Context: an optimization exercise on an open-source flow, tuned for small area. The choices shown serve that exercise and are no tape-out recipe.
At most, simulation tests tie the RTL to the original design; equivalence was not proved.
The RTL of runs 1 and 2 was laid out without a check of its function.
No activity file was given, so power comes from the tool's default toggle rates.

**config.mk**
```make
export PLATFORM = sky130hd
export DESIGN_NAME = top_FIFO
export DESIGN_NICKNAME = top_FIFO
export VERILOG_FILES = /design/flow/design.v
export SDC_FILE = /design/flow/constraint.sdc
export NUM_CORES = 4
export LEC_CHECK = 0
export CAP_MARGIN = 20
export CORE_MARGIN = 2
export CORE_UTILIZATION = 60
export PLACE_DENSITY = 0.75
export SLEW_MARGIN = 20
export SYNTH_HIERARCHICAL = 1
export SYNTH_MINIMUM_KEEP_SIZE = 0
```
**constraint.sdc**
```tcl
create_clock -name core_clock -period 6.0 [get_ports {Clock}]
set_input_delay 1.2000 -clock core_clock [delete_from_list [all_inputs] [get_ports {Clock}]]
set_output_delay 1.2000 -clock core_clock [all_outputs]
set_load 0.01 [all_outputs]
```
**design.v**
```verilog
`timescale 1ns / 1ps
module top_FIFO(Read_Data, Write_Data, Full, Empty, Half_Empty, Clock, Reset, WE, RE, EN);
parameter M = 32;
parameter N = 16;
localparam A = $clog2(M);
output logic [N-1:0] Read_Data;
output logic Full, Empty, Half_Empty;
input [N-1:0] Write_Data;
input Clock, Reset, WE, RE, EN;
logic [A:0] Count;                
logic [N-1:0] Memory [M-1:0];     
logic [N-1:0] Next [M-1:0];
logic Write, Read, Keep, Hold;
logic [M-1:0] Sel;                
logic [N-1:0] Part_n [10:0];
logic [N-1:0] Or_Part [2:0];
logic [N-1:0] Read_Next;
assign Full = Count[A];
assign Empty = (Count == 0);
assign Half_Empty = (Count <= (M/2));
assign Write = !EN && !Reset && WE && !Full;
assign Read  = !EN && !Reset && !(WE && !Full) && RE && !Empty;
assign Keep  = !Write;
assign Hold  = EN || (!Reset && !Read);    
genvar g, b;
generate
  for (g = 0; g < M; g++)
  begin : row
    for (b = 0; b < N; b++)
    begin : col
      if (g == 0)
        fifo_hold h (.q(Memory[g][b]), .k(Keep), .qp(Write_Data[b]), .s(Write), .d(Next[g][b]));
      else
        fifo_hold h (.q(Memory[g][b]), .k(Keep), .qp(Memory[g-1][b]), .s(Write), .d(Next[g][b]));
    end
  end
endgenerate
always @(posedge Clock)
  for (int i = 0; i < M; i++) Memory[i] <= Next[i];
always_comb
  for (int i = 0; i < M; i++) Sel[i] = Read && (Count == i + 1);
generate
  for (b = 0; b < N; b++)
  begin : rd
    for (g = 0; g < 11; g++)
    begin : grp
      if (g < 10)
        fifo_ao222_n a (.a1(Sel[3*g]), .b1(Memory[3*g][b]),
                        .a2(Sel[3*g+1]), .b2(Memory[3*g+1][b]),
                        .a3(Sel[3*g+2]), .b3(Memory[3*g+2][b]), .y_n(Part_n[g][b]));
      else
        fifo_ao222_n a (.a1(Sel[30]), .b1(Memory[30][b]),
                        .a2(Sel[31]), .b2(Memory[31][b]),
                        .a3(Hold), .b3(Read_Data[b]), .y_n(Part_n[g][b]));
    end
    fifo_nand4 n0 (.a(Part_n[0][b]), .b(Part_n[1][b]), .c(Part_n[2][b]), .d(Part_n[3][b]), .y(Or_Part[0][b]));
    fifo_nand4 n1 (.a(Part_n[4][b]), .b(Part_n[5][b]), .c(Part_n[6][b]), .d(Part_n[7][b]), .y(Or_Part[1][b]));
    fifo_nand3 n2 (.a(Part_n[8][b]), .b(Part_n[9][b]), .c(Part_n[10][b]), .y(Or_Part[2][b]));
    fifo_or3 o (.a(Or_Part[0][b]), .b(Or_Part[1][b]), .c(Or_Part[2][b]), .y(Read_Next[b]));
  end
endgenerate
always @(posedge Clock)
  Read_Data <= Read_Next;
always @(posedge Clock)
begin
  if (!EN)
  begin
    if (Reset)
      Count <= 0;
    else if (Write)
      Count <= Count + 1;
    else if (Read)
      Count <= Count - 1;
  end
end
endmodule
module fifo_hold(input q, input k, input qp, input s, output d);
assign d = (q & k) | (qp & s);
endmodule
module fifo_ao222_n(input a1, input b1, input a2, input b2, input a3, input b3, output y_n);
assign y_n = !((a1 & b1) | (a2 & b2) | (a3 & b3));
endmodule
module fifo_nand4(input a, input b, input c, input d, output y);
assign y = !(a & b & c & d);
endmodule
module fifo_nand3(input a, input b, input c, output y);
assign y = !(a & b & c);
endmodule
module fifo_or3(input a, input b, input c, output y);
assign y = a | b | c;
endmodule
```
**flow/run.sh**
```bash
#!/bin/bash
# Layout flow: the standard ORFS flow, with the port buffers and the
# clock tree built from smaller cells and no CTS dummy loads.
export BUFFER_PORTS_ARGS="-buffer_cell sky130_fd_sc_hd__buf_1"
export CTS_ARGS="-sink_clustering_enable -repair_clock_nets -sink_clustering_size 12 -sink_clustering_max_diameter 25 -buf_list sky130_fd_sc_hd__clkbuf_4 -dont_use_dummy_load"
bash standard.sh > standard.log 2>&1
```
**standard.sh**
```bash
#!/bin/bash
# synth_recipe.tcl (not shown) runs the flow's synth.tcl, then flattens the netlist and writes it again
# the make line also repeats each setting of config.mk as NAME=value (left out here)
make -C /OpenROAD-flow-scripts/flow DESIGN_CONFIG=/design/flow/config.mk WORK_HOME=/design/flow/orfs CLKGATE_MAP_FILE= SYNTH_SCRIPT=/design/flow/synth_recipe.tcl "${@:-finish}"
```
==> notes.md, run 1 <==
Least-Margin Pin Slew 1.09 ns; antenna viol nets, final 0; CTS root buf clkbuf_4; GPL Wtd Cong 0.782; sw frac 23.1%; final cell count without fillers 1931; via count of the first global-routing pass 12500; Max transition margin 27.4%; Sw Pwr 1.43 mW; TNS Setup 0 ns; Mapped Cells 1382; Placed Cells 1813; Worst-Skew Late Latency 0.73 ns; WP buf/inv 2; startpoint types flip-flop; largest area contributor in the netlist dfxtp_1; Pwr Density 315 nW/um2; Port Buffer Count 39; GRT Total Usage 26.8%; main combinational cell family by area after synthesis compound AO/OA/AOI/OAI gates; DRT Pass-1 Iters 6; combinational fraction of design power 4.8%; Initial Util 60.9%; Worst-path clk slew 0.06 ns; Primary FF master, synth dfxtp_1; max incr delay on CP 0.55 ns; Rows 63; Die H 177 um; RSZ-0062 raised after global routing no; status timing/DRC/antenna clean; RR Startpoint Count[0]; worst min path class reg2reg; Final Util 66.5%; worst-path fanout max 8; Clock power frac 32.5%; sequential share of the synthesized area 59.7%; Synth area leaders dfxtp_1, a22o_1, a222oi_1; final worst-path cycle share 63.1%; Post-synth EDFFs 6; f_max 0.264 GHz; most common cell after layout, fill and taps aside dfxtp_1; Endpoint, Worst Hold Memory[5][12]; Peak VDD IR 225 uV; drt via density 7.09; Yosys reg bits 534; fraction of layout cells with a size suffix above 1 8.84%; XOR/XNOR Fraction of Synth Area 0.0487%; post-synthesis cell area 18000 um2; CP Class reg2out; reg2reg end Read_Data[14]; R2R cell count 8; simple-gate portion of the synthesized area 4.33%; Ys Warns 12; Synth Area in Compound Gates 34.9%; delay-heaviest family, CP simple AND/OR/NAND/NOR gates; Synth top area share 58.7%; first-pass GRT wire length 67600 um; FFs w/ async S/R, synth 0%; H-tree Lvls 3; largest net degree at the start of global routing 284; Avg Cell Area, Syn 13.0 um2; CTS tree done; Adder-Cell Fraction of Synth Area 0.348%; total power 6.19 mW; Die ar. 31400 um2; post_cts resized 0; crit path cell chain inv_1 > ha_1 > or3b_2 > a21oi_1 > buf_1; Synth Net Count 1408; P&R area growth vs syn 9.21%; Pleak 7.47 nW; clk sinks 534; final setup violation count 0; WL final 42500 um; Worst path slowest cell or3b_2; Internal Power 4.76 mW; post-layout minimum cycle time 3.79 ns; Hold Slack 0.442 ns; crit path DAT 2.59 ns; hpwl dp 24100 um; Max-cap violations 0; Post-CTS Setup Bufs 0; die width 177 um; DRC Markers 0; Post-CTS Hold Fix Bufs 0; DR WL/cell 22.0 um; Slew Limit Fails 0; crit end category output pin; drt initial violations 1848; grt ovf 0; Clock Skews 0.0540 ns; count of unique library cells instantiated by Yosys 34; vias 13700; clock tree buffer depth 3; core area 29600 um2; post-synthesis mux area share 0.355%; Final Hold Fails 0; required time of the critical path 4.80 ns; R2R setup slack 2.65 ns; most frequent cells in the layout dfxtp_1, a22o_1, a222oi_1; Worst Hold Launch Memory[4][12]; initial antenna violation count 3; clock buffer count from CTS 114; Hold Path Depth 1; io pins 40; sequential share of power 62.7%; fin nets 1566
[worst reg2reg max path, stage by stage, from the launching register on]
cell and delay (ns):
edfxtp_1 0.50, inv_1 0.16, ha_1 0.31, or3b_2 0.55, o31ai_1 0.31, o31a_1 0.82
a222oi_1 0.25, nand3_1 0.27, or3_1 0.15
[routing by layer]
metal  track usage, %  share of wire [%]
met4             9.85                2.3
met5                0                  0
met2             37.8                 43
met3             5.95                7.8
met1             40.0                 47
[metrics by stage]
step	setup slack, ns	instance area (um2)
final	2.21	19700
after global routing	2.01	19700
after CTS	2.16	19600
after detailed placement	1.93	18800
after global placement	1.98	18800
after floorplan	-24.76	18000
[layout make-up]
class	instances	area, um2
Multi-Input combinational cell	838	7240
Clock buffer	114	856
Sequential cell	534	10800
Timing Repair Buffer	49	292
Tap cell	390	488
Inverter	3	18.8
Fill cell	2355	9900
Antenna cell	3	7.51
[cell usage after synthesis, drive strengths merged (2+ instances only)]
library cell / instances
a22o: 512
nor3: 7
or3b: 2
inv: 3
and3: 25
nand3: 19
nand2: 3
and2: 2
nor2: 14
mux2i: 3
edfxtp: 6
a222oi: 176
nor2b: 6
or3: 16
dfxtp: 528
a21oi: 2
mux2: 3
clkbuf: 6
ha: 5
nand4: 32
[modules after synthesis (local to each module, per instance)]
module | flip-flops and latches | cells
fifo_ao222_n | 0 | 1
top_FIFO | 534 | 630
fifo_nand3 | 0 | 1
fifo_nand4 | 0 | 1
fifo_hold | 0 | 1
fifo_or3 | 0 | 1
[power by group through the flow]
| stage | clock, mW | combinational, mW | sequential, mW |
|---|---|---|---|
| floorplan | 0 | 0.253 | 3.91 |
| global placement | 0 | 0.287 | 3.95 |
| detailed placement | 0 | 0.296 | 3.96 |
| CTS | 2.07 | 0.299 | 3.88 |
| global route | 2.25 | 0.330 | 3.91 |
| finish | 2.01 | 0.300 | 3.88 |
[flip-flops by register name, summed over array words and instances (netlist names)]
register,flops
Count,6
Memory,512
Read_Data,16
[worst max-delay path by stage]
stage,to,cells after the start,slack [ns],start
2_1_floorplan,Count[3],4,-24.76,WE
3_5_place_dp,Memory[31][6],5,1.93,Reset
6_report,Half_Empty,5,2.21,Count[0]
3_3_place_gp,Memory[4][15],5,1.98,Reset
5_1_grt,Half_Empty,5,2.01,Count[0]
4_1_cts,Empty,5,2.16,Count[0]
[cell families after synthesis]
logic type | count (synthesis)
adders and majority gates | 5
muxes | 6
DFF | 534
and+or+nand+nor | 132
AOI/OAI and AO/OA | 694
xor gates and xnor gates | 1
buffers and inverters | 10
==> inputs of run 2 (changes only) <==
==> flow/run.sh (replaced) <==
#!/bin/bash
# Layout flow: the standard ORFS flow, with the port buffers and the
# clock tree built from smaller cells and no CTS dummy loads.
export BUFFER_PORTS_ARGS="-buffer_cell sky130_fd_sc_hd__buf_1"
export CTS_ARGS="-sink_clustering_enable -repair_clock_nets -sink_clustering_size 24 -sink_clustering_max_diameter 40 -buf_list sky130_fd_sc_hd__clkbuf_8 -dont_use_dummy_load"
bash standard.sh > standard.log 2>&1
==> notes.md, run 2 <==
status timing/DRC/antenna clean (unchanged); antenna viol nets, final 0 (unchanged); Post-synth EDFFs 6 (unchanged); Initial Util 60.9% (unchanged); most frequent cells in the layout dfxtp_1, a22o_1, a222oi_1 (unchanged); crit path DAT 2.48 ns (was 2.59 ns); drt initial violations 1885 (was 1848); Hold Slack 0.469 ns (was 0.442 ns); RSZ-0062 raised after global routing no (unchanged); final cell count without fillers 1869 (was 1931); worst min path class reg2reg (unchanged); io pins 40 (unchanged); Primary FF master, synth dfxtp_1 (unchanged); count of unique library cells instantiated by Yosys 34 (unchanged); Placed Cells 1813 (unchanged); Max-cap violations 0 (unchanged); largest net degree at the start of global routing 284 (unchanged); WP buf/inv 2 (unchanged); Synth top area share 58.7% (unchanged); vias 13400 (was 13700); largest area contributor in the netlist dfxtp_1 (unchanged); Die ar. 31400 um2 (unchanged); reg2reg end Read_Data[14] (unchanged); R2R setup slack 2.63 ns (was 2.65 ns); total power 6.08 mW (was 6.19 mW); post-synthesis cell area 18000 um2 (unchanged); final setup violation count 0 (unchanged); clock buffer count from CTS 54 (was 114); Peak VDD IR 225 uV (about the same); clk sinks 534 (unchanged); sequential share of the synthesized area 59.7% (unchanged); Ys Warns 12 (unchanged); Slew Limit Fails 0 (unchanged); crit end category output pin (unchanged); grt ovf 0 (unchanged); post-layout minimum cycle time 3.68 ns (was 3.79 ns); FFs w/ async S/R, synth 0% (unchanged); Post-CTS Hold Fix Bufs 0 (unchanged); stages on the worst setup path 5 (unchanged); Synth area leaders dfxtp_1, a22o_1, a222oi_1 (unchanged); Pleak 7.33 nW (was 7.47 nW); post_cts resized 0 (unchanged); hpwl dp 24100 um (unchanged); Reg with most FFs Memory (unchanged); initial antenna violation count 2 (was 3); Yosys reg bits 534 (unchanged); Pwr Density 311 nW/um2 (was 315 nW/um2); Rows 63 (unchanged); clock tree buffer depth 3 (unchanged); DR WL/cell 22.6 um (was 22.0 um); H-tree Lvls 2 (was 3); required time of the critical path 4.80 ns (about the same); Avg Cell Area, Syn 13.0 um2 (unchanged); Largest regs Memory (512), Read_Data (16), Count (6) (unchanged); Layout fillers 2320 (was 2355); most common cell after layout, fill and taps aside dfxtp_1 (unchanged); via count of the first global-routing pass 12000 (was 12500); Critical Path Start Count[0] (unchanged); Clock Skews 0.0509 ns (was 0.0540 ns); DRC Markers 0 (unchanged); GRT Total Usage 26.3% (was 26.8%); RR Startpoint Count[0] (unchanged); Least-Margin Pin Slew 1.05 ns (was 1.09 ns); f_max 0.272 GHz (was 0.264 GHz); first-pass GRT wire length 66700 um (was 67600 um); WL final 42200 um (was 42500 um); Worst-path clk slew 0.09 ns (was 0.06 ns); CTS tree done (unchanged); Max transition margin 30.2% (was 27.4%); fin nets 1506 (was 1566); TNS Setup 0 ns (unchanged); Post-CTS Setup Bufs 0 (unchanged); fraction of layout cells with a size suffix above 1 5.14% (was 8.84%); drt via density 7.16 (was 7.09); max incr delay on CP 0.56 ns (was 0.55 ns); most common cell in the netlist dfxtp_1 (unchanged); Final Hold Fails 0 (unchanged); R2R cell count 8 (unchanged); Synth top cells by count dfxtp_1, a22o_1, a222oi_1 (unchanged); die width 177 um (unchanged); delay-heaviest family, CP simple AND/OR/NAND/NOR gates (unchanged); startpoint types flip-flop (unchanged); CP endpoint Half_Empty (unchanged); Worst path slowest cell or3b_2 (unchanged); DRT Pass-1 Iters 9 (was 6); P&R area growth vs syn 8.56% (was 9.21%); Largest register FFs 512 (unchanged); core area 29600 um2 (unchanged); CP Class reg2out (unchanged); GPL Wtd Cong 0.782 (unchanged); Die H 177 um (unchanged); worst-path fanout max 8 (unchanged); Port Buffer Count 39 (unchanged); crit path cell chain inv_1 > ha_1 > or3b_2 > a21oi_1 > buf_1 (unchanged); Synth Net Count 1408 (unchanged); Mapped Cells 1382 (unchanged); CTS root buf clkbuf_8 (was clkbuf_4); Worst-Skew Late Latency 0.62 ns (was 0.73 ns); final worst-path cycle share 61.3% (was 63.1%)
==> run 2: cell counts after synthesis <==
Identical to the previous run, type by type.
==> run 2: cell type report <==
type,instances,area [um2],share of cell area (%)
inverter,3,18.8,0.0961
multi-input combinational,838,7240,37.1
sequential,534,10800,55.0
clock buffer,54,743,3.80
antenna,1,2.50,0.0128
timing repair buffer,49,292,1.49
tap,390,488,2.50
==> run 2: Yosys stat by module (local to each module, per instance) <==
module | cells | area, um2
top_FIFO | 630 | 11400
fifo_hold | 1 | 8.76
fifo_or3 | 1 | 6.26
fifo_ao222_n | 1 | 10.0
fifo_nand3 | 1 | 5.00
fifo_nand4 | 1 | 6.26
==> run 2: power by group <==
part           internal (mW)  total [mW]  switching, mW
logic                  0.170       0.300          0.130
clock network          0.797        1.90           1.10
registers               3.73        3.88          0.146
total                   4.70        6.08           1.38
==> run 2: per-stage QoR <==
| step | setup slack, ns | utilization (%) | area [um2] |
|---|---|---|---|
| 6_report | 2.32 | 66.1 | 19500 |
| 5_1_grt | 2.15 | 66.1 | 19500 |
| 4_1_cts | 2.29 | 66.0 | 19500 |
| 3_5_place_dp | 1.93 | 63.5 | 18800 |
| 3_3_place_gp | 1.98 | 63.5 | 18800 |
| 2_1_floorplan | -24.76 | - | 18000 |
==> run 2: metal layers <==
layer	global-route usage [%]	up-vias	part of all wire, %
li1	-	6263	-
met1	40.3	6618	48
met2	37.5	426	43
met3	5.03	75	7.3
met4	7.40	0	2.2
met5	0	-	0
==> run 2: cells by family after synthesis <==
| family | after synthesis | share of synthesized area, % |
|---|---|---|
| AOI/OAI and AO/OA | 694 | 34.9 |
| xor gates and xnor gates | 1 | 0.0487 |
| adders and majority gates | 5 | 0.348 |
| buffers and inverters | 10 | 0.250 |
| DFF | 534 | 59.7 |
| muxes | 6 | 0.355 |
| and+or+nand+nor | 132 | 4.33 |
==> run 2: how the worst min path moves through the flow <==
stage                          end  cells past startpoint           start  slack, ns
floorplan            Memory[31][0]                      1   Memory[31][0]       0.46
global placement     Memory[31][4]                      1   Memory[31][4]       0.47
global route         Memory[15][0]                      1   Memory[14][0]       0.48
CTS                 Memory[21][15]                      1  Memory[20][15]       0.47
finish               Memory[11][0]                      1   Memory[10][0]       0.47
detailed placement   Memory[31][5]                      1   Memory[31][5]       0.47
==> inputs of run 3 (changes only) <==
--- a/design.v
+++ b/design.v
@@ -37,8 +37,7 @@
 endgenerate
 always @(posedge Clock)
   for (int i = 0; i < M; i++) Memory[i] <= Next[i];
-always_comb
-  for (int i = 0; i < M; i++) Sel[i] = Read && (Count == i + 1);
+fifo_decode dec (.rd(Read), .count(Count), .sel(Sel));
 generate
   for (b = 0; b < N; b++)
   begin : rd
@@ -89,3 +88,23 @@
 module fifo_or3(input a, input b, input c, output y);
 assign y = a | b | c;
 endmodule
+module fifo_decode(input rd, input [5:0] count, output logic [31:0] sel);
+logic [3:0] lo;      
+logic [7:0] hi;      
+always_comb
+begin
+  for (int j = 0; j < 4; j++) lo[j] = (count[1:0] == j);
+  for (int k = 0; k < 8; k++) hi[k] = rd && count[4:2] == k;
+end
+genvar v;
+generate
+  for (v = 1; v < 32; v++)
+  begin : line
+    fifo_and2 n (.a(hi[v / 4]), .b(lo[v % 4]), .y(sel[v-1]));
+  end
+endgenerate
+assign sel[31] = rd && count[5];
+endmodule
+module fifo_and2(input a, input b, output y);
+assign y = a & b;
+endmodule
==> flow/run.sh (replaced) <==
#!/bin/bash
# Layout flow: the standard ORFS flow (standard.sh, unchanged synthesis),
# with small port buffers, a clock tree of clkbuf_8 leaf buffers driving up to
# 18 flip-flops each, and no CTS dummy loads. make's output goes to standard.log;
# each ORFS step's own log is under orfs/logs/.
export BUFFER_PORTS_ARGS="-buffer_cell sky130_fd_sc_hd__buf_1"
export CTS_ARGS="-sink_clustering_enable -repair_clock_nets -sink_clustering_size 10 -sink_clustering_max_diameter 45 -buf_list sky130_fd_sc_hd__clkbuf_4 -dont_use_dummy_load"
bash standard.sh > standard.log 2>&1
--- a/config.mk
+++ b/config.mk
@@ -7,8 +7,7 @@
 export LEC_CHECK = 0
 export CAP_MARGIN = 20
 export CORE_MARGIN = 2
-export CORE_UTILIZATION = 60
-export PLACE_DENSITY = 0.75
+export CORE_UTILIZATION = 40
 export SLEW_MARGIN = 20
 export SYNTH_HIERARCHICAL = 1
 export SYNTH_MINIMUM_KEEP_SIZE = 0
==> notes.md, run 3 <==
R2R cell count 8 (unchanged); post_cts resized 0 (unchanged); Finished Cell Area 19600 um2 (was 19500 um2); drt initial violations 2003 (was 1885); Largest register FFs 512 (unchanged); crit path DAT 4.37 ns (was 2.48 ns); die width 216 um (was 177 um); clock tree buffer depth 3 (unchanged); H-tree Lvls 3 (was 2); fin nets 1515 (was 1506); Clock Skews 0.0589 ns (was 0.0509 ns); Max-cap violations 0 (unchanged); Pwr Density 302 nW/um2 (was 311 nW/um2); Ys Warns 13 (was 12); Critical Path Start Count[3] (was Count[0]); Post-CTS Setup Bufs 0 (unchanged); post-synthesis cell area 18000 um2 (about the same); final worst-path cycle share 62.1% (was 61.3%); via count of the first global-routing pass 12400 (was 12000); CP Class reg2reg (was reg2out); DRT Pass-1 Iters 7 (was 9); reg2reg end Read_Data[9] (was Read_Data[14]); Synth Net Count 1401 (was 1408); hpwl dp 25800 um (was 24100 um); sequential share of the synthesized area 59.7% (about the same); status timing/DRC/antenna clean (unchanged); count of unique library cells instantiated by Yosys 33 (was 34); Max transition margin 35.0% (was 30.2%); antenna viol nets, final 0 (unchanged); R2R setup slack 2.27 ns (was 2.63 ns); Least-Margin Pin Slew 0.974 ns (was 1.05 ns); most frequent cells in the layout dfxtp_1, a22o_1, a222oi_1 (unchanged); FFs w/ async S/R, synth 0% (unchanged); Final Hold Fails 0 (unchanged); GRT Total Usage 18.6% (was 26.3%); worst min path class reg2reg (unchanged); required time of the critical path 6.64 ns (was 4.80 ns); Post-CTS Hold Fix Bufs 0 (unchanged); Initial Util 40.6% (was 60.9%); Avg Cell Area, Syn 13.1 um2 (was 13.0 um2); drt via density 6.41 (was 7.16); Worst-path clk slew 0.10 ns (was 0.09 ns); Worst-Skew Late Latency 0.75 ns (was 0.62 ns); DRC Markers 0 (unchanged); DR WL/cell 21.4 um (was 22.6 um); Die H 216 um (was 177 um); largest net degree at the start of global routing 282 (was 284); Final Util 44.1% (was 66.1%); Synth top area share 58.7% (about the same); grt ovf 0 (unchanged); final cell count without fillers 2082 (was 1869); worst-path fanout max 16 (was 8); Primary FF master, synth dfxtp_1 (unchanged); Synth top cells by count dfxtp_1, a22o_1, a222oi_1 (unchanged); CTS tree done (unchanged); Slew Limit Fails 0 (unchanged); Largest regs Memory (512), Read_Data (16), Count (6) (unchanged); largest area contributor in the netlist dfxtp_1 (unchanged); f_max 0.268 GHz (was 0.272 GHz); most common cell in the netlist dfxtp_1 (unchanged); post-layout minimum cycle time 3.73 ns (was 3.68 ns); Port Buffer Count 39 (unchanged); Die ar. 46700 um2 (was 31400 um2); RSZ-0062 raised after global routing no (unchanged); core area 44300 um2 (was 29600 um2); GPL Wtd Cong 0.726 (was 0.782); setup ws final 2.27 ns (was 2.32 ns); clk sinks 534 (unchanged); Mapped Cells 1375 (was 1382); most common cell after layout, fill and taps aside dfxtp_1 (unchanged); CTS root buf clkbuf_4 (was clkbuf_8); vias 13300 (was 13400); DP Area 19000 um2 (was 18800 um2); WL final 44600 um (was 42200 um); Reg with most FFs Memory (unchanged); total power 5.90 mW (was 6.08 mW); pre-CTS setup slack 1.80 ns (was 1.93 ns); Post-synth EDFFs 6 (unchanged); Pleak 7.17 nW (was 7.33 nW); Synth area leaders dfxtp_1, a22o_1, a222oi_1 (unchanged); clock buffer count from CTS 67 (was 54); io pins 40 (unchanged); Peak VDD IR 143 uV (was 225 uV); initial antenna violation count 5 (was 2); Placed Cells 2011 (was 1813); CP endpoint Read_Data[9] (was Half_Empty); P&R area growth vs syn 8.62% (was 8.56%); fraction of layout cells with a size suffix above 1 6.19% (was 5.14%); final setup violation count 0 (unchanged); first-pass GRT wire length 71000 um (was 66700 um); Yosys reg bits 534 (unchanged); RR Startpoint Count[3] (was Count[0]); startpoint types flip-flop (unchanged); Rows 77 (was 63); crit end category flip-flop (was output pin)
## run 3: cell count changes in the layout (fill, tap and decap cells not counted), sizes merged, moves of 4 or more
cell | before | now
nor3 | 7 | 3
and2 | 2 | 33
nor2 | 14 | 8
clkbuf | 54 | 67
o21ai | 0 | 5
and3 | 25 | 0
## run 3: power breakdown
group | switching (mW) | internal [mW] | leakage, nW
Combinational | 0.153 | 0.193 | 2.53
Sequential | 0.165 | 3.75 | 4.33
Clock | 1.12 | 0.517 | 0.308
## run 3: logic make-up after synthesis
logic type	count (synthesis)	synth area share, %
buffers and inverters	6	0.125
DFF	534	59.7
adders and majority gates	5	0.389
AOI/OAI and AO/OA	703	35.3
and+or+nand+nor	127	4.46
## run 3: layer usage
layer | GRT usage (%) | vias to the layer above | wire length [um]
met4 | 6.12 | 0 | 947
met2 | 27.4 | 411 | 19300
met1 | 27.1 | 6546 | 21300
met3 | 3.90 | 75 | 3000
li1 | - | 6315 | -
met5 | 0 | - | 0
## run 3: how the worst min path moves through the flow
| stage | from | endpoint | slack (ns) | cells past startpoint |
|---|---|---|---|---|
| floorplan | Memory[31][0] | Memory[31][0] | 0.46 | 1 |
| global placement | Memory[7][14] | Memory[8][14] | 0.47 | 1 |
| detailed placement | Memory[31][12] | Memory[31][12] | 0.47 | 1 |
| CTS | Memory[27][11] | Memory[28][11] | 0.47 | 1 |
| global route | Memory[7][12] | Memory[8][12] | 0.49 | 1 |
| finish | Memory[4][5] | Memory[5][5] | 0.47 | 1 |
## run 3: modules after synthesis (local to each module, per instance)
module        cells inside  flops+latches  times used  cell area [um2]
fifo_decode             13              0           1              125
fifo_hold                1              0         512             8.76
fifo_and2                1              0          31             6.26
fifo_or3                 1              0          16             6.26
top_FIFO               579            534           1            11100
fifo_nand4               1              0          32             6.26
fifo_ao222_n             1              0         176             10.0
fifo_nand3               1              0          16             5.00
## run 3: area by class of cell
class                      count  area, um2
antenna                        3       7.51
inverter                       5       26.3
multi-input combinational    835       7260
timing repair buffer          46        260
tap                          592        741
fill                        4179      24800
clock buffer                  67        503
sequential                   534      10800
## run 3: stage by stage
| step | TNS (ns) | hold slack, ns |
|---|---|---|
| after global placement | 0 | 0.472 |
| final | 0 | 0.468 |
| after detailed placement | 0 | 0.471 |
| after floorplan | -2708.53 | 0.456 |
| after CTS | 0 | 0.466 |
| after global routing | 0 | 0.487 |
## run 3: critical path: stages, from the launching register on
cell and delay, ns:
edfxtp_1 0.56, or4_4 0.58, o31ai_4 0.26, nor4_2 0.15, nor4b_2 0.22, and2_1 0.49, a222oi_1 0.59, nand4_1 0.36
or3_1 0.43
==> inputs of run 4 (changes only) <==
==> flow/run.sh (replaced) <==
#!/bin/bash
# Layout flow: the standard ORFS flow (standard.sh, unchanged synthesis),
# with small port buffers, a clock tree of clkbuf_8 leaf buffers driving up to
# 18 flip-flops each, and no CTS dummy loads. make's output goes to standard.log;
# each ORFS step's own log is under orfs/logs/.
export BUFFER_PORTS_ARGS="-buffer_cell sky130_fd_sc_hd__buf_1"
export CTS_ARGS="-sink_clustering_enable -repair_clock_nets -sink_clustering_size 18 -sink_clustering_max_diameter 70 -buf_list sky130_fd_sc_hd__clkbuf_8 -dont_use_dummy_load"
bash standard.sh > standard.log 2>&1
==> notes.md, run 4 <==
status timing/DRC/antenna clean (unchanged); count of unique library cells instantiated by Yosys 33 (unchanged); CP Class reg2reg (unchanged); largest net degree at the start of global routing 282 (unchanged); Slew Limit Fails 0 (unchanged); post-synthesis cell area 18000 um2 (unchanged); GPL Wtd Cong 0.726 (unchanged); Max transition margin 33.7% (was 35.0%); H-tree Lvls 2 (was 3); sequential share of power 66.8% (was 66.4%); clock tree buffer depth 3 (unchanged); Rows 77 (unchanged); Reg with most FFs Memory (unchanged); P&R area growth vs syn 8.55% (was 8.62%); Layout fillers 4127 (was 4179); post_cts resized 0 (unchanged); combinational fraction of design power 5.9% (about the same); Clock power frac 27.3% (was 27.7%); Synth Net Count 1401 (unchanged); Peak VDD IR 125 uV (was 143 uV); Ys Warns 13 (unchanged); DRT Pass-1 Iters 8 (was 7); Synth top cells by count dfxtp_1, a22o_1, a222oi_1 (unchanged); DRC Markers 0 (unchanged); crit path DAT 4.19 ns (was 4.37 ns); Worst-path clk slew 0.11 ns (was 0.10 ns); Initial Util 40.6% (unchanged); Post-CTS Hold Fix Bufs 0 (unchanged); Final Hold Fails 0 (unchanged); Largest regs Memory (512), Read_Data (16), Count (6) (unchanged); clk sinks 534 (unchanged); Pwr Density 300 nW/um2 (was 302 nW/um2); f_max 0.267 GHz (was 0.268 GHz); final setup violation count 0 (unchanged); clock buffer count from CTS 36 (was 67); worst-path fanout max 16 (unchanged); Post-synth EDFFs 6 (unchanged); Pleak 7.12 nW (was 7.17 nW); fraction of layout cells with a size suffix above 1 4.19% (was 6.19%); CTS root buf clkbuf_8 (was clkbuf_4); most frequent cells in the layout dfxtp_1, a22o_1, a222oi_1 (unchanged); Mapped Cells 1375 (unchanged); antenna viol nets, final 0 (unchanged); CTS tree done (unchanged); Avg Cell Area, Syn 13.1 um2 (unchanged); DR WL/cell 21.4 um (about the same); via count of the first global-routing pass 12100 (was 12400); Least-Margin Pin Slew 0.994 ns (was 0.974 ns); first-pass GRT wire length 70100 um (was 71000 um); DP Area 19000 um2 (unchanged); Port Buffer Count 39 (unchanged); most common cell in the netlist dfxtp_1 (unchanged); sequential share of the synthesized area 59.7% (unchanged); most common cell after layout, fill and taps aside dfxtp_1 (unchanged); Synth top area share 58.7% (unchanged); io pins 40 (unchanged); Internal Power 4.49 mW (was 4.46 mW); crit end category flip-flop (unchanged); largest area contributor in the netlist dfxtp_1 (unchanged); Primary FF master, synth dfxtp_1 (unchanged); final worst-path cycle share 62.3% (was 62.1%); Post-CTS Setup Bufs 0 (unchanged); Sw Pwr 1.38 mW (was 1.44 mW); Yosys reg bits 534 (unchanged); startpoint types flip-flop (unchanged); die width 216 um (unchanged); worst min path class reg2reg (unchanged); drt via density 6.40 (was 6.41); WL final 43900 um (was 44600 um); GRT Total Usage 18.2% (was 18.6%); Die H 216 um (unchanged); Synth area leaders dfxtp_1, a22o_1, a222oi_1 (unchanged); RSZ-0062 raised after global routing no (unchanged); Final Util 44.1% (about the same); fin nets 1484 (was 1515); drt initial violations 1974 (was 2003); post-layout minimum cycle time 3.74 ns (was 3.73 ns); Finished Cell Area 19500 um2 (was 19600 um2); vias 13100 (was 13300); sw frac 23.5% (was 24.4%); required time of the critical path 6.45 ns (was 6.64 ns); Max-cap violations 0 (unchanged); Worst-Skew Late Latency 0.60 ns (was 0.75 ns); Die ar. 46700 um2 (unchanged); FFs w/ async S/R, synth 0% (unchanged); core area 44300 um2 (unchanged); Clock Skews 0.0497 ns (was 0.0589 ns); initial antenna violation count 4 (was 5); hpwl dp 25800 um (unchanged); grt ovf 0 (unchanged); Largest register FFs 512 (unchanged)
## run 4: final cells by class
type / count / area, um2 / area share [%]
inverters: 5 / 26.3 / 0.134
well taps: 592 / 741 / 3.79
flip-flops and latches: 534 / 10800 / 55.0
multi-input cells: 835 / 7260 / 37.2
repair buffers: 46 / 260 / 1.33
clock buffers: 36 / 495 / 2.54
diodes: 1 / 2.50 / 0.0128
## run 4: kinds of logic after synthesis
family | synth area share [%]
adder cells (fa/ha/maj) | 0.389
buffers and inverters | 0.125
AND/OR/NAND/NOR | 4.46
flip-flops | 59.7
AO/OA/AOI/OAI | 35.3
## run 4: path summary, 6_finish.rpt
| kind | startpoint | end | slack, ns | depth (start not counted) |
|---|---|---|---|---|
| worst max-delay path | Count[3] | Read_Data[7] | 2.26 | 8 |
| worst min-delay path | Memory[16][3] | Memory[17][3] | 0.47 | 1 |
| worst max register to register | Count[3] | Read_Data[7] | 2.26 | 8 |
| worst min register to register | Memory[16][3] | Memory[17][3] | 0.47 | 1 |
## run 4: stage by stage
step	std cells	total power, mW	TNS (ns)	worst slack, ns	hold slack (ns)
after floorplan	1375	4.23	-2708.53	-6.25	0.456
after global placement	2011	4.33	0	1.34	0.472
after detailed placement	2011	4.34	0	1.80	0.471
after CTS	2047	5.93	0	2.30	0.464
after global routing	2048	6.13	0	2.06	0.505
final	2049	5.87	0	2.26	0.471
## run 4: critical path, stage by stage, from the launching register on
cell and delay [ns]:
edfxtp_1 0.55, or4_4 0.58, o31ai_4 0.26, nor4_2 0.15, nor4b_2 0.22, and2_1 0.51
a222oi_1 0.56, nand4_1 0.35, or3_1 0.44
## run 4: routing by layer
metal | up-vias | wire, um | global-route usage [%]
li1 | 6218 | - | -
met1 | 6500 | 21200 | 27.1
met2 | 350 | 19300 | 27.4
met3 | 53 | 2750 | 3.37
met4 | 0 | 640 | 4.18
met5 | - | 0 | 0
## run 4: power by group through the flow
stage,logic (mW),registers [mW],clock network (mW)
2_1_floorplan,0.280,3.95,0
3_3_place_gp,0.335,3.99,0
6_report,0.346,3.92,1.60
5_1_grt,0.383,3.95,1.80
3_5_place_dp,0.345,4.00,0
4_1_cts,0.347,3.92,1.67
## run 4: per-module statistics from Yosys, one instance, submodules excluded
module	cells inside	flip-flops and latches	cell area (um2)
fifo_decode	13	0	125
fifo_nand4	1	0	6.26
fifo_nand3	1	0	5.00
fifo_hold	1	0	8.76
fifo_and2	1	0	6.26
fifo_or3	1	0	6.26
fifo_ao222_n	1	0	10.0
top_FIFO	579	534	11100
==> inputs of run 5 (changes only) <==
--- a/config.mk
+++ b/config.mk
@@ -5,9 +5,9 @@
 export SDC_FILE = /design/flow/constraint.sdc
 export NUM_CORES = 4
 export LEC_CHECK = 0
-export CAP_MARGIN = 20
+export CAP_MARGIN = 0
 export CORE_MARGIN = 2
 export CORE_UTILIZATION = 40
-export SLEW_MARGIN = 20
+export SLEW_MARGIN = 0
 export SYNTH_HIERARCHICAL = 1
 export SYNTH_MINIMUM_KEEP_SIZE = 0
==> notes.md, run 5 <==
status timing/DRC/antenna clean (unchanged); Pwr Density 302 nW/um2 (was 300 nW/um2); Pleak 7.11 nW (was 7.12 nW); CTS tree done (unchanged); Post-CTS Setup Bufs 0 (unchanged); Sw Pwr 1.39 mW (was 1.38 mW); P&R area growth vs syn 8.42% (was 8.55%); DRC Markers 0 (unchanged); max incr delay on CP 1.02 ns (was 0.58 ns); RSZ-0062 raised after global routing no (unchanged); crit end category flip-flop (unchanged); Largest register FFs 512 (unchanged); fin nets 1484 (unchanged); most common cell in the netlist dfxtp_1 (unchanged); Placed Cells 2011 (unchanged); sequential share of the synthesized area 59.7% (unchanged); worst min path class reg2reg (unchanged); GPL Wtd Cong 0.726 (unchanged); drt initial violations 1922 (was 1974); Post-synth EDFFs 6 (unchanged); Largest regs Memory (512), Read_Data (16), Count (6) (unchanged); GRT Total Usage 18.4% (was 18.2%); Slew Limit Fails 0 (unchanged); startpoint types primary input (was flip-flop); f_max 0.252 GHz (was 0.267 GHz); final cell count without fillers 2049 (unchanged); DRT Pass-1 Iters 7 (was 8); fraction of layout cells with a size suffix above 1 4.12% (was 4.19%); largest net degree at the start of global routing 282 (unchanged); Peak VDD IR 144 uV (was 125 uV); largest area contributor in the netlist dfxtp_1 (unchanged); Least-Margin Pin Slew 1.25 ns (was 0.994 ns); post_cts resized 0 (unchanged); die width 216 um (unchanged); Primary FF master, synth dfxtp_1 (unchanged); sequential share of power 66.4% (was 66.8%); Hold Slack 0.440 ns (was 0.471 ns); core area 44300 um2 (unchanged); Rows 77 (unchanged); Synth top cells by count dfxtp_1, a22o_1, a222oi_1 (unchanged); H-tree Lvls 2 (unchanged); Worst path slowest cell nor4_1 (was or4_4); sw frac 23.6% (was 23.5%); io pins 40 (unchanged); antenna viol nets, final 0 (unchanged); Worst-path clk slew 0.11 ns (about the same); first-pass GRT wire length 70300 um (was 70100 um); count of unique library cells instantiated by Yosys 33 (unchanged); Post-CTS Hold Fix Bufs 0 (unchanged); Synth area leaders dfxtp_1, a22o_1, a222oi_1 (unchanged); Max-cap violations 0 (unchanged); Clock Skews 0.0470 ns (was 0.0497 ns); Reg with most FFs Memory (unchanged); Worst-Skew Late Latency 0.61 ns (was 0.60 ns); most common cell after layout, fill and taps aside dfxtp_1 (unchanged); Mapped Cells 1375 (unchanged); worst-path fanout max 16 (unchanged); Clock power frac 27.7% (was 27.3%); hpwl dp 25800 um (about the same); multi-input logic area 7260 um2 (about the same); post-synthesis cell area 18000 um2 (unchanged); clock tree buffer depth 3 (unchanged); CTS root buf clkbuf_8 (unchanged); crit path cell chain buf_1 > and2b_2 > nor4_1 > and4bb_2 > and2_1 > a222oi_1 > nand4_1 > or3_1 (was or4_4 > o31ai_4 > nor4_2 > nor4b_2 > and2_1 > a222oi_1 > nand4_1 > or3_1); Final Hold Fails 0 (unchanged); combinational fraction of design power 5.8% (was 5.9%); Reg area 10800 um2 (unchanged); Synth top area share 58.7% (unchanged); initial antenna violation count 3 (was 4); post-layout minimum cycle time 3.96 ns (was 3.74 ns); clock buffer count from CTS 37 (was 36); Internal Power 4.50 mW (was 4.49 mW); vias 13200 (was 13100); total power 5.90 mW (was 5.87 mW); Port Buffer Count 39 (unchanged); crit path DAT 4.51 ns (was 4.19 ns); required time of the critical path 6.55 ns (was 6.45 ns); grt ovf 0 (unchanged); Synth Net Count 1401 (unchanged); DR WL/cell 21.4 um (about the same); final worst-path cycle share 66.0% (was 62.3%); Initial Util 40.6% (unchanged); Layout fillers 4149 (was 4127); Die ar. 46700 um2 (unchanged); most frequent cells in the layout dfxtp_1, a22o_1, a222oi_1 (unchanged); Die H 216 um (unchanged); CP Class in2reg (was reg2reg); Avg Cell Area, Syn 13.1 um2 (unchanged); FFs w/ async S/R, synth 0% (unchanged); clk sinks 534 (unchanged); final setup violation count 0 (unchanged); WL final 43900 um (about the same); Max transition margin 15.6% (was 33.7%); via count of the first global-routing pass 12100 (about the same); Ys Warns 13 (unchanged); drt via density 6.45 (was 6.40); Yosys reg bits 534 (unchanged)
run 5: cell count changes in the layout (fill, tap and decap cells not counted):
cell,before,now
nor4_1,0,1
nor4_2,1,0
buf_6,1,0
buf_16,1,0
buf_4,2,3
clkbuf_8,36,37
run 5: metal layers:
layer | vias to the layer above | global-route usage (%) | routed length (um)
met4 | 0 | 5.18 | 832
met2 | 392 | 26.9 | 18900
met3 | 58 | 2.93 | 2720
met5 | - | 0 | 0
met1 | 6541 | 28.0 | 21500
li1 | 6229 | - | -
run 5: Yosys stat by module (local to each module, per instance):
| module | flip-flops and latches | times used | cells |
|---|---|---|---|
| fifo_ao222_n | 0 | 176 | 1 |
| fifo_decode | 0 | 1 | 13 |
| fifo_and2 | 0 | 31 | 1 |
| fifo_hold | 0 | 512 | 1 |
| fifo_or3 | 0 | 16 | 1 |
| top_FIFO | 534 | 1 | 579 |
| fifo_nand3 | 0 | 16 | 1 |
| fifo_nand4 | 0 | 32 | 1 |
run 5: power groups by stage:
stage	Combinational [mW]	Sequential [mW]	Clock (mW)
6_report	0.344	3.92	1.64
3_5_place_dp	0.344	4.00	0
3_3_place_gp	0.335	3.99	0
2_1_floorplan	0.280	3.95	0
4_1_cts	0.347	3.91	1.71
5_1_grt	0.382	3.95	1.84
run 5: cell type report:
type | instances | share of cell area (%)
multi-input combinational | 835 | 37.2
clock buffer | 37 | 2.61
sequential | 534 | 55.1
timing repair buffer | 45 | 1.17
tap | 592 | 3.80
antenna | 1 | 0.0128
inverter | 5 | 0.135
run 5: kinds of logic (layout without fill, tap and decap cells):
logic type / count (synthesis) / after routing / synth area share [%]
AOI/OAI and AO/OA: 703 / 703 / 35.3
DFF: 534 / 534 / 59.7
and+or+nand+nor: 127 / 127 / 4.46
buffers and inverters: 6 / 87 / 0.125
adders and majority gates: 5 / 5 / 0.389
other: 0 / 1 / 0
run 5: worst paths after layout:
| kind | start | end | slack [ns] | cells past startpoint |
|---|---|---|---|---|
| worst max-delay path | WE | Read_Data[14] | 2.04 | 8 |
| worst min-delay path | Memory[1][5] | Memory[2][5] | 0.44 | 1 |
| worst max register to register | Count[5] | Read_Data[14] | 2.14 | 7 |
| worst min register to register | Memory[1][5] | Memory[2][5] | 0.44 | 1 |
run 5: per-stage QoR:
step / cell area (um2) / util, % / setup WS (ns) / TNS (ns)
final: 19500 / 44.0 / 2.04 / 0
after global placement: 19000 / 42.9 / 1.34 / 0
after global routing: 19500 / 44.0 / 1.77 / 0
after CTS: 19500 / 44.0 / 2.12 / 0
after floorplan: 18100 / - / -6.25 / -2708.53
after detailed placement: 19000 / 42.9 / 1.46 / 0
run 5: critical path, delay by kind of cell:
| kind | cells | cell delay [ns] |
|---|---|---|
| compound gates | 1 | 0.29 |
| buf+inv | 1 | 0.08 |
| simple gates | 6 | 2.93 |
==> inputs of run 6 (changes only) <==
==> flow/run.sh (replaced) <==
#!/bin/bash
# Layout flow: the standard ORFS flow (standard.sh, unchanged synthesis),
# with small port buffers, a clock tree of clkbuf_8 leaf buffers driving up to
# 18 flip-flops each, and no CTS dummy loads. make's output goes to standard.log;
# each ORFS step's own log is under orfs/logs/.
export BUFFER_PORTS_ARGS="-buffer_cell sky130_fd_sc_hd__buf_1"
export CTS_ARGS="-sink_clustering_enable -repair_clock_nets -sink_clustering_size 28 -sink_clustering_max_diameter 100 -buf_list sky130_fd_sc_hd__clkbuf_16 -dont_use_dummy_load"
bash standard.sh > standard.log 2>&1
==> notes.md, run 6 <==
CP Class in2reg (unchanged); Largest register FFs 512 (unchanged); status timing/DRC/antenna clean (unchanged); Pwr Density 307 nW/um2 (was 302 nW/um2); RSZ-0062 raised after global routing no (unchanged); GRT Total Usage 18.1% (was 18.4%); sequential share of power 65.1% (was 66.4%); count of unique library cells instantiated by Yosys 33 (unchanged); worst min path class reg2reg (unchanged); DRC Markers 0 (unchanged); Clock power frac 29.1% (was 27.7%); worst-path fanout max 16 (unchanged); Reg with most FFs Memory (unchanged); grt ovf 0 (unchanged); Synth top cells by count dfxtp_1, a22o_1, a222oi_1 (unchanged); via count of the first global-routing pass 12000 (was 12100); final worst-path cycle share 66.5% (was 66.0%); H-tree Lvls 1 (was 2); f_max 0.251 GHz (was 0.252 GHz); antenna viol nets, final 0 (unchanged); sequential share of the synthesized area 59.7% (unchanged); crit end category flip-flop (unchanged); CTS tree done (unchanged); Largest regs Memory (512), Read_Data (16), Count (6) (unchanged); Pleak 7.13 nW (was 7.11 nW); post_cts resized 0 (unchanged); DR WL/cell 21.4 um (about the same); die width 216 um (unchanged); Least-Margin Pin Slew 1.28 ns (was 1.25 ns); Post-CTS Setup Bufs 0 (unchanged); Clock Skews 0.0574 ns (was 0.0470 ns); Mapped Cells 1375 (unchanged); required time of the critical path 6.51 ns (was 6.55 ns); total power 6.01 mW (was 5.90 mW); sw frac 22.9% (was 23.6%); WL final 43600 um (was 43900 um); Max transition margin 13.6% (was 15.6%); delay-heaviest family, CP simple AND/OR/NAND/NOR gates (unchanged); Synth Net Count 1401 (unchanged); clock buffer count from CTS 23 (was 37); drt via density 6.42 (was 6.45); hpwl dp 25800 um (unchanged); RR Startpoint Count[5] (unchanged); crit path DAT 4.50 ns (was 4.51 ns); Synth top area share 58.7% (unchanged); Worst-path clk slew 0.10 ns (was 0.11 ns); combinational fraction of design power 5.7% (was 5.8%); Peak VDD IR 249 uV (was 144 uV); Rows 77 (unchanged); Synth area leaders dfxtp_1, a22o_1, a222oi_1 (unchanged); Worst-Skew Late Latency 0.56 ns (was 0.61 ns); fin nets 1470 (was 1484); final setup violation count 0 (unchanged); initial antenna violation count 3 (unchanged); startpoint types primary input (unchanged); R2R cell count 7 (unchanged); P&R area growth vs syn 8.77% (was 8.42%); most common cell after layout, fill and taps aside dfxtp_1 (unchanged); setup ws final 2.01 ns (was 2.04 ns); Yosys reg bits 534 (unchanged); GPL Wtd Cong 0.726 (unchanged); most frequent cells in the layout dfxtp_1, a22o_1, a222oi_1 (unchanged); clk sinks 534 (unchanged); stages on the worst setup path 8 (unchanged); Ys Warns 13 (unchanged); reg2reg end Read_Data[14] (unchanged); fraction of layout cells with a size suffix above 1 3.19% (was 4.12%); Post-CTS Hold Fix Bufs 0 (unchanged); WP buf/inv 1 (unchanged); DRT Pass-1 Iters 8 (was 7); R2R setup slack 2.15 ns (was 2.14 ns); Die H 216 um (unchanged); io pins 40 (unchanged); pre-CTS setup slack 1.46 ns (unchanged); Primary FF master, synth dfxtp_1 (unchanged); post-synthesis cell area 18000 um2 (unchanged); Internal Power 4.64 mW (was 4.50 mW); post-layout minimum cycle time 3.99 ns (was 3.96 ns); GRT busiest layer met1 (unchanged); largest area contributor in the netlist dfxtp_1 (unchanged); Max-cap violations 0 (unchanged); FFs w/ async S/R, synth 0% (unchanged); Final Util 44.2% (was 44.0%); Initial Util 40.6% (unchanged); met2 Use GR 26.8% (was 26.9%); Port Buffer Count 39 (unchanged); Slew Limit Fails 0 (unchanged); Critical Path Start WE (unchanged); Final Hold Fails 0 (unchanged); CTS root buf clkbuf_16 (was clkbuf_8); CP endpoint Read_Data[14] (unchanged); largest net degree at the start of global routing 282 (unchanged); Die ar. 46700 um2 (unchanged); most common cell in the netlist dfxtp_1 (unchanged); Post-synth EDFFs 6 (unchanged); core area 44300 um2 (unchanged); GR met3 Demand/Resource 2.16% (was 2.93%); Avg Cell Area, Syn 13.1 um2 (unchanged); Antenna diodes 0 (was 1); max incr delay on CP 1.04 ns (was 1.02 ns); first-pass GRT wire length 69900 um (was 70300 um); Sw Pwr 1.38 mW (was 1.39 mW); drt initial violations 1937 (was 1922); Worst path slowest cell nor4_1 (unchanged); clock tree buffer depth 3 (unchanged); M1 GR Usage 28.1% (was 28.0%); crit path cell chain buf_1 > and2b_2 > nor4_1 > nor4b_2 > and2_1 > a222oi_1 > nand4_1 > or3_1 (was buf_1 > and2b_2 > nor4_1 > and4bb_2 > and2_1 > a222oi_1 > nand4_1 > or3_1); vias 13100 (was 13200)
[run 6: how the worst min path moves through the flow]
| stage | from | cells after the start | endpoint |
|---|---|---|---|
| finish | Memory[2][15] | 1 | Memory[3][15] |
| CTS | Memory[2][15] | 1 | Memory[3][15] |
| detailed placement | Memory[31][10] | 1 | Memory[31][10] |
| global route | Memory[2][15] | 1 | Memory[3][15] |
| floorplan | Memory[31][0] | 1 | Memory[31][0] |
| global placement | Memory[7][14] | 1 | Memory[8][14] |
[run 6: per-layer routing]
layer | share of wire, % | up-vias
li1 | - | 6200
met4 | 1.6 | 0
met5 | 0 | -
met2 | 43 | 335
met1 | 50 | 6482
met3 | 5.2 | 41
[run 6: power by group through the flow]
stage | Sequential, mW | Clock, mW | Combinational, mW
2_1_floorplan | 3.95 | 0 | 0.280
3_3_place_gp | 3.99 | 0 | 0.335
3_5_place_dp | 4.00 | 0 | 0.344
4_1_cts | 3.92 | 1.81 | 0.347
5_1_grt | 3.95 | 1.94 | 0.382
6_report | 3.92 | 1.75 | 0.345
[run 6: cell type report]
type,count,area (um2)
Fill cell,4136,24700
Sequential cell,534,10800
Multi-Input combinational cell,835,7260
Tap cell,592,741
Timing Repair Buffer,45,229
Clock buffer,23,576
Inverter,5,26.3
[run 6: cells by family (layout without fill, tap and decap cells)]
| kind of cell | Yosys count | in the layout | share of synthesized area, % |
|---|---|---|---|
| buffers and inverters | 6 | 73 | 0.125 |
| flip-flops | 534 | 534 | 59.7 |
| AND/OR/NAND/NOR | 127 | 127 | 4.46 |
| adder cells (fa/ha/maj) | 5 | 5 | 0.389 |
| AO/OA/AOI/OAI | 703 | 703 | 35.3 |
[run 6: Yosys stat by module, one instance, submodules excluded]
module,flops+latches,times used
fifo_nand4,0,32
fifo_ao222_n,0,176
fifo_or3,0,16
fifo_hold,0,512
fifo_nand3,0,16
fifo_decode,0,1
fifo_and2,0,31
top_FIFO,534,1
[run 6: metrics by stage]
step / std cells / hold WS [ns] / TNS [ns] / instance area, um2
finish: 2034 / 0.441 / 0 / 19600
global route: 2034 / 0.442 / 0 / 19600
CTS: 2034 / 0.435 / 0 / 19600
detailed placement: 2011 / 0.472 / 0 / 19000
global placement: 2011 / 0.472 / 0 / 19000
floorplan: 1375 / 0.456 / -2708.53 / 18100
==> inputs of run 7 (changes only) <==
--- a/design.v
+++ b/design.v
@@ -10,7 +10,8 @@
 logic [A:0] Count;                
 logic [N-1:0] Memory [M-1:0];     
 logic [N-1:0] Next [M-1:0];
-logic Write, Read, Keep, Hold;
+logic Write, Read, Keep, Hold, Up, Count_En;
+logic [A:0] Count_Next;
 logic [M-1:0] Sel;                
 logic [N-1:0] Part_n [10:0];
 logic [N-1:0] Or_Part [2:0];
@@ -60,18 +61,11 @@
 endgenerate
 always @(posedge Clock)
   Read_Data <= Read_Next;
+assign Up = WE && !Full;
+assign Count_En = !EN && (Reset || Up || (RE && !Empty));
+fifo_count_next cn (.count(Count), .up(Up), .clear(Reset), .next(Count_Next));
 always @(posedge Clock)
-begin
-  if (!EN)
-  begin
-    if (Reset)
-      Count <= 0;
-    else if (Write)
-      Count <= Count + 1;
-    else if (Read)
-      Count <= Count - 1;
-  end
-end
+  if (Count_En) Count <= Count_Next;
 endmodule
 module fifo_hold(input q, input k, input qp, input s, output d);
 assign d = (q & k) | (qp & s);
@@ -108,3 +102,29 @@
 module fifo_and2(input a, input b, output y);
 assign y = a & b;
 endmodule
+module fifo_count_next(input [5:0] count, input up, input clear, output [5:0] next);
+wire [4:0] same;      
+wire [5:0] toggle;
+wire [5:1] kept;      
+genvar i;
+assign toggle[0] = 1'b1;
+fifo_nor2 n0 (.a(clear), .b(count[0]), .y(next[0]));
+generate
+  for (i = 0; i < 5; i++)
+  begin : slice
+    fifo_xnor2 s (.a(count[i]), .b(up), .y(same[i]));
+    if (i == 0)
+      assign toggle[1] = same[0];
+    else
+      fifo_and2 t (.a(toggle[i]), .b(same[i]), .y(toggle[i+1]));
+    fifo_xnor2 k (.a(count[i+1]), .b(toggle[i+1]), .y(kept[i+1]));
+    fifo_nor2 n (.a(clear), .b(kept[i+1]), .y(next[i+1]));
+  end
+endgenerate
+endmodule
+module fifo_xnor2(input a, input b, output y);
+assign y = !(a ^ b);
+endmodule
+module fifo_nor2(input a, input b, output y);
+assign y = !(a | b);
+endmodule
==> flow/run.sh (replaced) <==
#!/bin/bash
# Layout flow: the standard ORFS flow (standard.sh, unchanged synthesis),
# with small port buffers, a clock tree of clkbuf_8 leaf buffers driving up to
# 18 flip-flops each, and no CTS dummy loads. make's output goes to standard.log;
# each ORFS step's own log is under orfs/logs/.
export BUFFER_PORTS_ARGS="-buffer_cell sky130_fd_sc_hd__buf_1"
export CTS_ARGS="-sink_clustering_enable -repair_clock_nets -sink_clustering_size 19 -sink_clustering_max_diameter 60 -buf_list sky130_fd_sc_hd__clkbuf_8 -dont_use_dummy_load"
bash standard.sh > standard.log 2>&1
==> notes.md, run 7 <==
H-tree Lvls 2 (was 1); initial antenna violation count 1 (was 3); Layout fillers 4026 (was 4136); Finished Cell Area 19500 um2 (was 19600 um2); final setup violation count 0 (unchanged); most common cell in the netlist dfxtp_1 (unchanged); Post-CTS Setup Bufs 0 (unchanged); drt initial violations 2310 (was 1937); io pins 40 (unchanged); post-layout minimum cycle time 3.89 ns (was 3.99 ns); crit path DAT 4.40 ns (was 4.50 ns); GPL Wtd Cong 0.777 (was 0.726); hpwl dp 29100 um (was 25800 um); Final Hold Fails 0 (unchanged); Worst-path clk slew 0.11 ns (was 0.10 ns); Ys Warns 13 (unchanged); Hold Path Depth 1 (unchanged); post-synthesis cell area 17900 um2 (was 18000 um2); grt ovf 0 (unchanged); Primary FF master, synth dfxtp_1 (unchanged); count of unique library cells instantiated by Yosys 24 (was 33); clk sinks 534 (unchanged); CTS tree done (unchanged); RSZ-0062 raised after global routing no (unchanged); Largest register FFs 512 (unchanged); drt via density 6.61 (was 6.42); via count of the first global-routing pass 12000 (about the same); crit end category flip-flop (unchanged); f_max 0.257 GHz (was 0.251 GHz); P&R area growth vs syn 8.74% (was 8.77%); Rows 77 (unchanged); Synth Net Count 1384 (was 1401); reg2reg end Read_Data[12] (was Read_Data[14]); clock tree buffer depth 3 (unchanged); Placed Cells 2003 (was 2011); Clock Skews 0.0557 ns (was 0.0574 ns); status timing/DRC/antenna clean (unchanged); R2R setup slack 2.11 ns (was 2.15 ns); Die H 216 um (about the same); Largest regs Memory (512), Read_Data (16), Count (6) (unchanged); final worst-path cycle share 64.8% (was 66.5%); GRT Total Usage 20.4% (was 18.1%); Slew Limit Fails 0 (unchanged); DR WL/cell 24.0 um (was 21.4 um); Peak VDD IR 111 uV (was 249 uV); Worst Hold Launch Memory[3][10] (was Memory[2][15]); fraction of layout cells with a size suffix above 1 4.14% (was 3.19%); crit path cell chain or4_4 > o31ai_1 > nor4_1 > and4bb_2 > and2_1 > a222oi_1 > nand4_1 > or3_1 (was buf_1 > and2b_2 > nor4_1 > nor4b_2 > and2_1 > a222oi_1 > nand4_1 > or3_1); FFs w/ async S/R, synth 0% (unchanged); max incr delay on CP 0.62 ns (was 1.04 ns); Die ar. 46500 um2 (was 46700 um2); Max-cap violations 0 (unchanged); Worst path slowest cell or4_4 (was nor4_1); Reg with most FFs Memory (unchanged); final cell count without fillers 2042 (was 2034); Avg Cell Area, Syn 13.1 um2 (about the same); Post-synth EDFFs 6 (unchanged); DP Area 18900 um2 (was 19000 um2); Yosys reg bits 534 (unchanged); Antenna diodes 0 (unchanged); Pwr Density 303 nW/um2 (was 307 nW/um2); first-pass GRT wire length 75700 um (was 69900 um); worst-path fanout max 16 (unchanged); DRT Pass-1 Iters 9 (was 8); Least-Margin Pin Slew 1.09 ns (was 1.28 ns); Endpoint, Worst Hold Memory[4][10] (was Memory[3][15]); RR Startpoint Count[3] (was Count[5]); Synth top area share 59.0% (was 58.7%); post_cts resized 0 (unchanged); Port Buffer Count 39 (unchanged); Pleak 7.09 nW (was 7.13 nW); most frequent cells in the layout dfxtp_1, a22o_1, a222oi_1 (unchanged); Reg area 10800 um2 (unchanged); Synth area leaders dfxtp_1, a22o_1, a222oi_1 (unchanged); Post-CTS Hold Fix Bufs 0 (unchanged); fin nets 1473 (was 1470); Initial Util 40.5% (was 40.6%); Final Util 44.1% (was 44.2%); die width 216 um (about the same); Mapped Cells 1363 (was 1375); CP Class reg2reg (was in2reg); startpoint types flip-flop (was primary input); Worst-Skew Late Latency 0.64 ns (was 0.56 ns); pre-CTS setup slack 1.72 ns (was 1.46 ns); Max transition margin 27.2% (was 13.6%); most common cell after layout, fill and taps aside dfxtp_1 (unchanged); DRC Markers 0 (unchanged); largest area contributor in the netlist dfxtp_1 (unchanged); CTS root buf clkbuf_8 (was clkbuf_16); required time of the critical path 6.51 ns (about the same); largest net degree at the start of global routing 208 (was 282); WL final 49000 um (was 43600 um); clock buffer count from CTS 39 (was 23); multi-input logic area 7160 um2 (was 7260 um2); setup ws final 2.11 ns (was 2.01 ns); core area 44200 um2 (was 44300 um2); Hold Slack 0.452 ns (was 0.441 ns); antenna viol nets, final 0 (unchanged); sequential share of the synthesized area 60.0% (was 59.7%); R2R cell count 8 (was 7); worst min path class reg2reg (unchanged); Synth top cells by count dfxtp_1, a22o_1, a222oi_1 (unchanged); vias 13500 (was 13100)
[run 7: cell types whose count changed after synthesis, moves of 2 or more]
cell / delta
nor3_1: -2
ha_1: -4
a21oi_1: -2
xnor2_1: +10
and2_1: +4
inv_1: -3
a211oi_1: -2
nor2b_1: -2
o21ai_0: -4
[run 7: worst max path at each step]
stage          startpoint       endpoint  slack [ns]  depth (start not counted)
2_1_floorplan          WE   Memory[0][0]       -7.05                          4
3_3_place_gp           WE  Read_Data[11]        1.70                          9
3_5_place_dp           WE   Read_Data[5]        1.72                          9
4_1_cts          Count[3]  Read_Data[12]        2.12                          8
5_1_grt          Count[3]   Read_Data[2]        1.89                          8
6_report         Count[3]  Read_Data[12]        2.11                          8
[run 7: report_power, final]
part           switching, mW  internal [mW]
logic                  0.140          0.179
registers              0.154           3.74
clock network           1.09          0.587
[run 7: kinds of logic (layout without fill, tap and decap cells)]
kind of cell | count (synthesis) | in the layout | synth area share, %
flops | 534 | 534 | 60.0
simple gates | 124 | 124 | 4.39
buf+inv | 2 | 89 | 0.0419
xor+xnor | 10 | 10 | 0.489
compound gates | 693 | 693 | 35.1
[run 7: Yosys stat by module (local to each module, per instance), excerpt]
module | cells inside | cell area [um2] | copies in the design
fifo_and2 | 1 | 6.26 | 35
fifo_nand3 | 1 | 5.00 | 16
fifo_nor2 | 1 | 3.75 | 6
top_FIFO | 547 | 10800 | 1
fifo_hold | 1 | 8.76 | 512
fifo_decode | 13 | 125 | 1
fifo_or3 | 1 | 6.26 | 16
fifo_xnor2 | 1 | 8.76 | 10
fifo_nand4 | 1 | 6.26 | 32
fifo_ao222_n | 1 | 10.0 | 176
[run 7: per-layer routing]
metal  track usage (%)  wire [um]  vias to the layer above
met4              6.18       1080                        0
met2              28.7      20400                      612
met1              31.8      23400                     6640
li1                  -          -                     6176
met3              3.14       4120                       68
met5                 0          0                        -
[run 7: metrics by stage]
step | TNS [ns] | power [mW]
final | 0 | 5.89
after CTS | 0 | 5.95
after global routing | 0 | 6.13
after floorplan | -3610.01 | 4.19
after global placement | 0 | 4.28
after detailed placement | 0 | 4.29
[run 7: cell type report]
class	instances	area share [%]
multi-input combinational	827	36.8
inverter	2	0.0771
tap	592	3.80
timing repair buffer	48	1.42
clock buffer	39	2.76
sequential	534	55.2
[run 7: critical path, delay by kind of cell (launching register included)]
kind	cells	cell delay [ns]
AO/OA/AOI/OAI	2	0.91
flip-flops	1	0.55
AND/OR/NAND/NOR	6	2.30
==> inputs of run 8 (changes only) <==
==> flow/run.sh (replaced) <==
#!/bin/bash
# Layout flow: the standard ORFS flow (standard.sh, unchanged synthesis),
# with small port buffers, a clock tree of clkbuf_8 leaf buffers driving up to
# 18 flip-flops each, and no CTS dummy loads. make's output goes to standard.log;
# each ORFS step's own log is under orfs/logs/.
export BUFFER_PORTS_ARGS="-buffer_cell sky130_fd_sc_hd__buf_1"
export CTS_ARGS="-sink_clustering_enable -repair_clock_nets -sink_clustering_size 18 -sink_clustering_max_diameter 70 -buf_list sky130_fd_sc_hd__clkbuf_8 -dont_use_dummy_load"
bash standard.sh > standard.log 2>&1
--- a/config.mk
+++ b/config.mk
@@ -8,6 +8,7 @@
 export CAP_MARGIN = 0
 export CORE_MARGIN = 2
 export CORE_UTILIZATION = 40
+export GPL_TIMING_DRIVEN = 0
 export SLEW_MARGIN = 0
 export SYNTH_HIERARCHICAL = 1
 export SYNTH_MINIMUM_KEEP_SIZE = 0
==> notes.md, run 8 <==
Worst path slowest cell or3_4 (was or4_4); Synth area leaders dfxtp_1, a22o_1, a222oi_1 (unchanged); DRC Markers 0 (unchanged); Least-Margin Pin Slew 1.07 ns (was 1.09 ns); most common cell in the netlist dfxtp_1 (unchanged); vias 13000 (was 13500); worst min path class reg2reg (unchanged); max incr delay on CP 0.85 ns (was 0.62 ns); P&R area growth vs syn 8.88% (was 8.74%); Mapped Cells 1363 (unchanged); drt initial violations 1831 (was 2310); crit path cell chain buf_1 > or3_4 > buf_16 > buf_16 > buf_16 > inv_8 > buf_16 > a22o_1 (was or4_4 > o31ai_1 > nor4_1 > and4bb_2 > and2_1 > a222oi_1 > nand4_1 > or3_1); Slew Limit Fails 0 (unchanged); Synth top area share 59.0% (unchanged); Layout fillers 4089 (was 4026); Post-CTS Setup Bufs 0 (unchanged); setup ws final 1.40 ns (was 2.11 ns); Primary FF master, synth dfxtp_1 (unchanged); Max-cap violations 0 (unchanged); final worst-path cycle share 76.7% (was 64.8%); most frequent CP cell buf_16; Final Hold Fails 0 (unchanged); initial antenna violation count 2 (was 1); final setup violation count 0 (unchanged); Synth Net Count 1384 (unchanged); Post-CTS Hold Fix Bufs 0 (unchanged); Post-synth EDFFs 6 (unchanged); Avg Cell Area, Syn 13.1 um2 (unchanged); Clock Skews 0.0459 ns (was 0.0557 ns); Final Util 44.1% (about the same); Yosys reg bits 534 (unchanged); RSZ-0062 raised after global routing no (unchanged); Peak VDD IR 120 uV (was 111 uV); post-synthesis cell area 17900 um2 (unchanged); total power 5.81 mW (was 5.89 mW); Die H 216 um (unchanged); final cell count without fillers 2038 (was 2042); count of unique library cells instantiated by Yosys 24 (unchanged); post-layout minimum cycle time 4.60 ns (was 3.89 ns); most common cell after layout, fill and taps aside dfxtp_1 (unchanged); CTS root buf clkbuf_8 (unchanged); largest net degree at the start of global routing 178 (was 208); GPL Wtd Cong 0.736 (was 0.777); clock tree buffer depth 3 (unchanged); Initial Util 40.5% (unchanged); Synth top cells by count dfxtp_1, a22o_1, a222oi_1 (unchanged); first-pass GRT wire length 66900 um (was 75700 um); DR WL/cell 20.5 um (was 24.0 um); fraction of layout cells with a size suffix above 1 3.81% (was 4.14%); required time of the critical path 6.44 ns (was 6.51 ns); sequential share of the synthesized area 60.0% (unchanged); Largest register FFs 512 (unchanged); fin nets 1468 (was 1473); WL final 41700 um (was 49000 um); CTS tree done (unchanged); DRT Pass-1 Iters 9 (unchanged); Reg with most FFs Memory (unchanged); Worst-Skew Late Latency 0.59 ns (was 0.64 ns); status timing/DRC/antenna clean (unchanged); Finished Cell Area 19500 um2 (about the same); via count of the first global-routing pass 11600 (was 12000); Placed Cells 2001 (was 2003); Worst-path clk slew 0.11 ns (about the same); DP Area 19000 um2 (was 18900 um2); Pwr Density 298 nW/um2 (was 303 nW/um2); pre-CTS setup slack 1.07 ns (was 1.72 ns); Die ar. 46500 um2 (unchanged); crit path DAT 5.04 ns (was 4.40 ns); Rows 77 (unchanged); crit end category flip-flop (unchanged); io pins 40 (unchanged)
## run 8: cell counts after synthesis
Identical to the previous run, type by type.
## run 8: path summary, 6_finish.rpt
kind                       start        endpoint  cells after the start
setup reg to reg        Count[5]    Memory[7][2]                      8
setup / recovery           Reset    Memory[7][2]                      8
hold / removal    Memory[16][15]  Memory[17][15]                      1
hold reg to reg   Memory[16][15]  Memory[17][15]                      1
## run 8: layout make-up
cell class | instances | area [um2] | share of cell area [%]
inverters | 2 | 15.0 | 0.0770
multi-input cells | 827 | 7160 | 36.7
well taps | 592 | 741 | 3.80
flip-flops and latches | 534 | 10800 | 55.1
diodes | 1 | 2.50 | 0.0128
repair buffers | 46 | 339 | 1.74
clock buffers | 36 | 495 | 2.54
## run 8: cells by family after synthesis
logic type             count (synthesis)  synth area share (%)
AO/OA/AOI/OAI                        693                  35.1
XOR/XNOR                              10                 0.489
buffers and inverters                  2                0.0419
flip-flops                           534                  60.0
AND/OR/NAND/NOR                      124                  4.39
## run 8: power by group
group	total, mW	switching, mW	internal, mW
Combinational	0.318	0.136	0.182
Clock	1.60	1.06	0.545
Sequential	3.88	0.145	3.74
## run 8: Yosys stat by module (local to each module, per instance), excerpt
module        flip-flops and latches  cells  cell area [um2]  copies in the design
fifo_decode                        0     13              125                     1
fifo_xnor2                         0      1             8.76                    10
fifo_nor2                          0      1             3.75                     6
fifo_and2                          0      1             6.26                    35
fifo_nand3                         0      1             5.00                    16
fifo_or3                           0      1             6.26                    16
top_FIFO                         534    547            10800                     1
fifo_nand4                         0      1             6.26                    32
fifo_ao222_n                       0      1             10.0                   176
fifo_hold                          0      1             8.76                   512
## run 8: critical path, delay by kind of cell
family | cells | cell delay, ns
buffers and inverters | 6 | 2.21
AOI/OAI and AO/OA | 1 | 0.31
and+or+nand+nor | 1 | 0.85
## run 8: metal layers
layer	track usage (%)	routed length [um]	part of all wire [%]
met1	27.8	21300	51
met2	24.1	17300	42
met3	2.48	2460	5.9
met4	3.91	600	1.4
met5	0	0	0

Check on run 8: ideal ports give 1.399 ns setup slack; a clkbuf_16 on the clock port and buf_2 on the inputs give 1.428 ns; moving port delays by the midpoint clock arrival (0.620 ns) as well gives 0.808 ns.
